From an optimization exercise on the open Yosys and OpenROAD flow, aimed at small area; shortcuts taken in it are not production practice.
Where RTL was checked, it was by simulation tests only, not by an equivalence proof against the original.
Power and IR drop assume default switching activity.

==> module IncrementalEncoder, before the edit <==
module IncrementalEncoder ( clk, A, B, I, Position, Load, Idle, EnableIndex, CPRm1, CPR_enabled );
	input wire clk;
	input wire A, B, I;
	input wire [15:0] Load;
	input wire Idle;
	input wire EnableIndex;
	input wire [15:0] CPRm1;
	input wire CPR_enabled;
	output reg [15:0] Position;
	reg A_q, AB_q, I_q;
	wire AB = A ^ B;
	wire step = AB ^ AB_q;
	wire cw, ccw;
	enc_xor2 u_dir (.A(A_q), .B(B), .Y(cw));
	enc_inv u_ccw (.A(cw), .Y(ccw));
	wire index = I & ~I_q & EnableIndex;
	wire live = Idle & ~index;
	wire [15:0] t, nt;
	wire [15:0] nxt;	 
	wire [15:0] eq;		 
	assign t[0] = step;
	genvar i;
	generate
		for (i = 0; i < 16; i = i + 1) begin : bit_
			if (i % 2 == 0) begin : even
				wire q;		 
				enc_xor2  u_q (.A(Position[i]), .B(ccw), .Y(q));
				enc_nand2 u_c (.A(t[i]), .B(q), .Y(nt[i+1]));
				enc_xor2  u_x (.A(Position[i]), .B(t[i]), .Y(nxt[i]));
			end else begin : odd
				if (i < 15) begin : carry
					wire nq;	 
					enc_xnor2 u_q (.A(Position[i]), .B(ccw), .Y(nq));
					enc_nor2  u_c (.A(nt[i]), .B(nq), .Y(t[i+1]));
				end
				enc_xnor2 u_x (.A(Position[i]), .B(nt[i]), .Y(nxt[i]));
			end
			enc_xnor2 u_e (.A(Position[i]), .B(CPRm1[i]), .Y(eq[i]));
		end
	endgenerate
	wire [3:0] zero4;
	enc_nor4 u_z0 (.A(Position[0]),  .B(Position[1]),  .C(Position[2]),  .D(Position[3]),  .Y(zero4[0]));
	enc_nor4 u_z1 (.A(Position[4]),  .B(Position[5]),  .C(Position[6]),  .D(Position[7]),  .Y(zero4[1]));
	enc_nor4 u_z2 (.A(Position[8]),  .B(Position[9]),  .C(Position[10]), .D(Position[11]), .Y(zero4[2]));
	enc_nor4 u_z3 (.A(Position[12]), .B(Position[13]), .C(Position[14]), .D(Position[15]), .Y(zero4[3]));
	wire at_zero_n;
	enc_nand4 u_z (.A(zero4[0]), .B(zero4[1]), .C(zero4[2]), .D(zero4[3]), .Y(at_zero_n));
	wire [3:0] neq4;
	enc_nand4 u_e0 (.A(eq[0]),  .B(eq[1]),  .C(eq[2]),  .D(eq[3]),  .Y(neq4[0]));
	enc_nand4 u_e1 (.A(eq[4]),  .B(eq[5]),  .C(eq[6]),  .D(eq[7]),  .Y(neq4[1]));
	enc_nand4 u_e2 (.A(eq[8]),  .B(eq[9]),  .C(eq[10]), .D(eq[11]), .Y(neq4[2]));
	enc_nand4 u_e3 (.A(eq[12]), .B(eq[13]), .C(eq[14]), .D(eq[15]), .Y(neq4[3]));
	wire at_top;
	enc_nor4 u_eq (.A(neq4[0]), .B(neq4[1]), .C(neq4[2]), .D(neq4[3]), .Y(at_top));
	wire wrap_dn = step & ccw & ~at_zero_n;	 
	wire wrap_up = step & cw & at_top;		 
	wire wrap_n = ~(live & CPR_enabled & wrap_dn);
	wire keep_n = ~(live & ~(CPR_enabled & (wrap_dn | wrap_up)));
	wire wrap, keep;
	enc_inv u_wrap (.A(wrap_n), .Y(wrap));		 
	enc_inv u_keep (.A(keep_n), .Y(keep));		 
	wire [15:0] d;
	generate
		for (i = 0; i < 16; i = i + 1) begin : mux_
			enc_ao221 u_m (.A1(keep), .A2(nxt[i]), .B1(wrap), .B2(CPRm1[i]), .C1(Load[i]), .X(d[i]));
		end
	endgenerate
	always @ (posedge clk) begin
		A_q <= A;
		AB_q <= AB;
		I_q <= I;
		Position <= d;
	end
endmodule
==> module enc_inv, before the edit <==
module enc_inv (input wire A, output wire Y);
	assign Y = ~A;
endmodule
==> flow/config.mk <==
export PLATFORM = sky130hd
export DESIGN_NAME = Heracles_encoders
export DESIGN_NICKNAME = Heracles_encoders
export VERILOG_FILES = /design/flow/design.v
export SDC_FILE = /design/flow/constraint.sdc
export NUM_CORES = 4
export LEC_CHECK = 0
export CAP_MARGIN = 20
export CORE_MARGIN = 2
export CORE_UTILIZATION = 40
export SLEW_MARGIN = 20
export SYNTH_HIERARCHICAL = 1
==> flow/constraint.sdc <==
create_clock -name core_clock -period 5.0 [get_ports {clk}]
set_input_delay 1.0000 -clock core_clock [delete_from_list [all_inputs] [get_ports {clk}]]
set_output_delay 1.0000 -clock core_clock [all_outputs]
set_load 0.01 [all_outputs]
standard.sh (not shown) runs the stock make flow with config.mk's settings and CLKGATE_MAP_FILE= SYNTH_SCRIPT=/design/flow/synth_recipe.tcl, a recipe that flattens the netlist after the stock synthesis.
==> flow/flow/run.sh <==
#!/bin/bash
# Layout flow: the standard flow (standard.sh) with two changes:
#  - synthesis maps the logic with an area-oriented ABC script (flow/abc_area.script)
#    instead of ORFS's speed script; everything else in synthesis is unchanged, so the
#    registers are those of the standard synthesis;
#  - the ports are buffered with the smallest buffer (buf_1);
#  - the clock tree uses clkbuf_8 and no dummy loads.
# Each tool's output goes to the ORFS logs under orfs/logs and to flow_*.log here.
set -euo pipefail
W=$PWD
# ORFS synth.tcl with the ABC script replaced
sed "s#^source \$::env(SCRIPTS_DIR)/synth_preamble.tcl#source \$::env(SCRIPTS_DIR)/synth_preamble.tcl\nset abc_args [lreplace \$abc_args 1 1 $W/flow/abc_area.script]#" \
  $FLOW_HOME/scripts/synth.tcl > $W/flow_synth.tcl
grep -q "flow/abc_area.script" $W/flow_synth.tcl
# The standard flow's synthesis wrapper, sourcing the script above
sed "s#source \$::env(SCRIPTS_DIR)/synth.tcl#source $W/flow_synth.tcl#" $W/synth_recipe.tcl > $W/flow_synth_recipe.tcl
grep -q "flow_synth.tcl" $W/flow_synth_recipe.tcl
sed "s#SYNTH_SCRIPT=[^ ]*#SYNTH_SCRIPT=$W/flow_synth_recipe.tcl#" $W/standard.sh > $W/flow_standard.sh
grep -q "flow_synth_recipe.tcl" $W/flow_standard.sh
export BUFFER_PORTS_ARGS="-buffer_cell sky130_fd_sc_hd__buf_1"
# Clock tree: clkbuf_8 buffers and no dummy loads.
export CTS_ARGS="-sink_clustering_enable -repair_clock_nets -buf_list sky130_fd_sc_hd__clkbuf_8 -dont_use_dummy_load"
bash $W/flow_standard.sh > $W/flow_standard.log 2>&1
==> flow/flow/abc_area.script <==
strash
&get -n
&fraig -x
&put
scorr
dc2
strash
&get -n
&dch -f
&nf -R 1000
&put
Edit:
--- a/flow/design.v
+++ b/flow/design.v
@@ -9,11 +9,10 @@
 	output reg [15:0] Position;
 	reg A_q, AB_q, I_q;
 	wire AB = A ^ B;
 	wire step = AB ^ AB_q;
-	wire cw, ccw;
-	enc_xor2 u_dir (.A(A_q), .B(B), .Y(cw));
-	enc_inv u_ccw (.A(cw), .Y(ccw));
+	wire ccw;
+	enc_xnor2 u_dir (.A(A_q), .B(B), .Y(ccw));
 	wire index = I & ~I_q & EnableIndex;
 	wire live = Idle & ~index;
 	wire [15:0] t, nt;
 	wire [15:0] nxt;	 
@@ -52,14 +51,11 @@
 	enc_nand4 u_e3 (.A(eq[12]), .B(eq[13]), .C(eq[14]), .D(eq[15]), .Y(neq4[3]));
 	wire at_top;
 	enc_nor4 u_eq (.A(neq4[0]), .B(neq4[1]), .C(neq4[2]), .D(neq4[3]), .Y(at_top));
 	wire wrap_dn = step & ccw & ~at_zero_n;	 
-	wire wrap_up = step & cw & at_top;		 
-	wire wrap_n = ~(live & CPR_enabled & wrap_dn);
-	wire keep_n = ~(live & ~(CPR_enabled & (wrap_dn | wrap_up)));
-	wire wrap, keep;
-	enc_inv u_wrap (.A(wrap_n), .Y(wrap));		 
-	enc_inv u_keep (.A(keep_n), .Y(keep));		 
+	wire wrap_up = step & ~ccw & at_top;	 
+	wire wrap = live & CPR_enabled & wrap_dn;
+	wire keep = live & ~(CPR_enabled & (wrap_dn | wrap_up));	 
 	wire [15:0] d;
 	generate
 		for (i = 0; i < 16; i = i + 1) begin : mux_
 			enc_ao221 u_m (.A1(keep), .A2(nxt[i]), .B1(wrap), .B2(CPRm1[i]), .C1(Load[i]), .X(d[i]));
@@ -76,11 +72,8 @@
 	assign Y = A ^ B;
 endmodule
 module enc_xnor2 (input wire A, input wire B, output wire Y);
 	assign Y = ~(A ^ B);
-endmodule
-module enc_inv (input wire A, output wire Y);
-	assign Y = ~A;
 endmodule
 module enc_nand2 (input wire A, input wire B, output wire Y);
 	assign Y = ~(A & B);
 endmodule
After rerunning: The changed run completed without violations. Count of clock-buffer cells in the layout does not change. Worst setup slack gets better by 19 ps. Flip-flop and latch count is unchanged. Via count came out higher by 2.2%. Non-clock buffer count is higher by 6. Worst hold slack gets worse by 69 ps. Cell count came out lower by 1.2%. Final area rose by 0.85%. Combinational power is about the same.
Function not checked in the first run of this note: the RTL went through the layout flow alone.

-- separate check: timing with driven ports --
Ports are ideal in the flow. The routed layouts listed here were re-timed in OpenROAD. Step 1, drivers: a clkbuf_16 drives clk and a buf_2 each remaining input, both assumed. Step 2 times the ports against the registers' clock, not the clock port: input delays grow and output delays shrink by t, the midpoint of the rising clock arrivals with the driver on. a / b / c = no drivers / after step 1 / after step 2; a / b = the first two.
| run | shift t [ns] | setup slack, ns | clock arrival spread, ns |
|---|---|---|---|
| the first run | 0.416 | 0.739 / 0.752 / 0.336 | 0.016 / 0.017 |
| the second run | 0.414 | 0.759 / 0.775 / 0.361 | 0.017 / 0.018 |
After both steps every run listed still meets setup and hold. The setup slack of the first run, which loses most, moves by +0.013 ns with the drivers and by -0.403 ns with both steps.
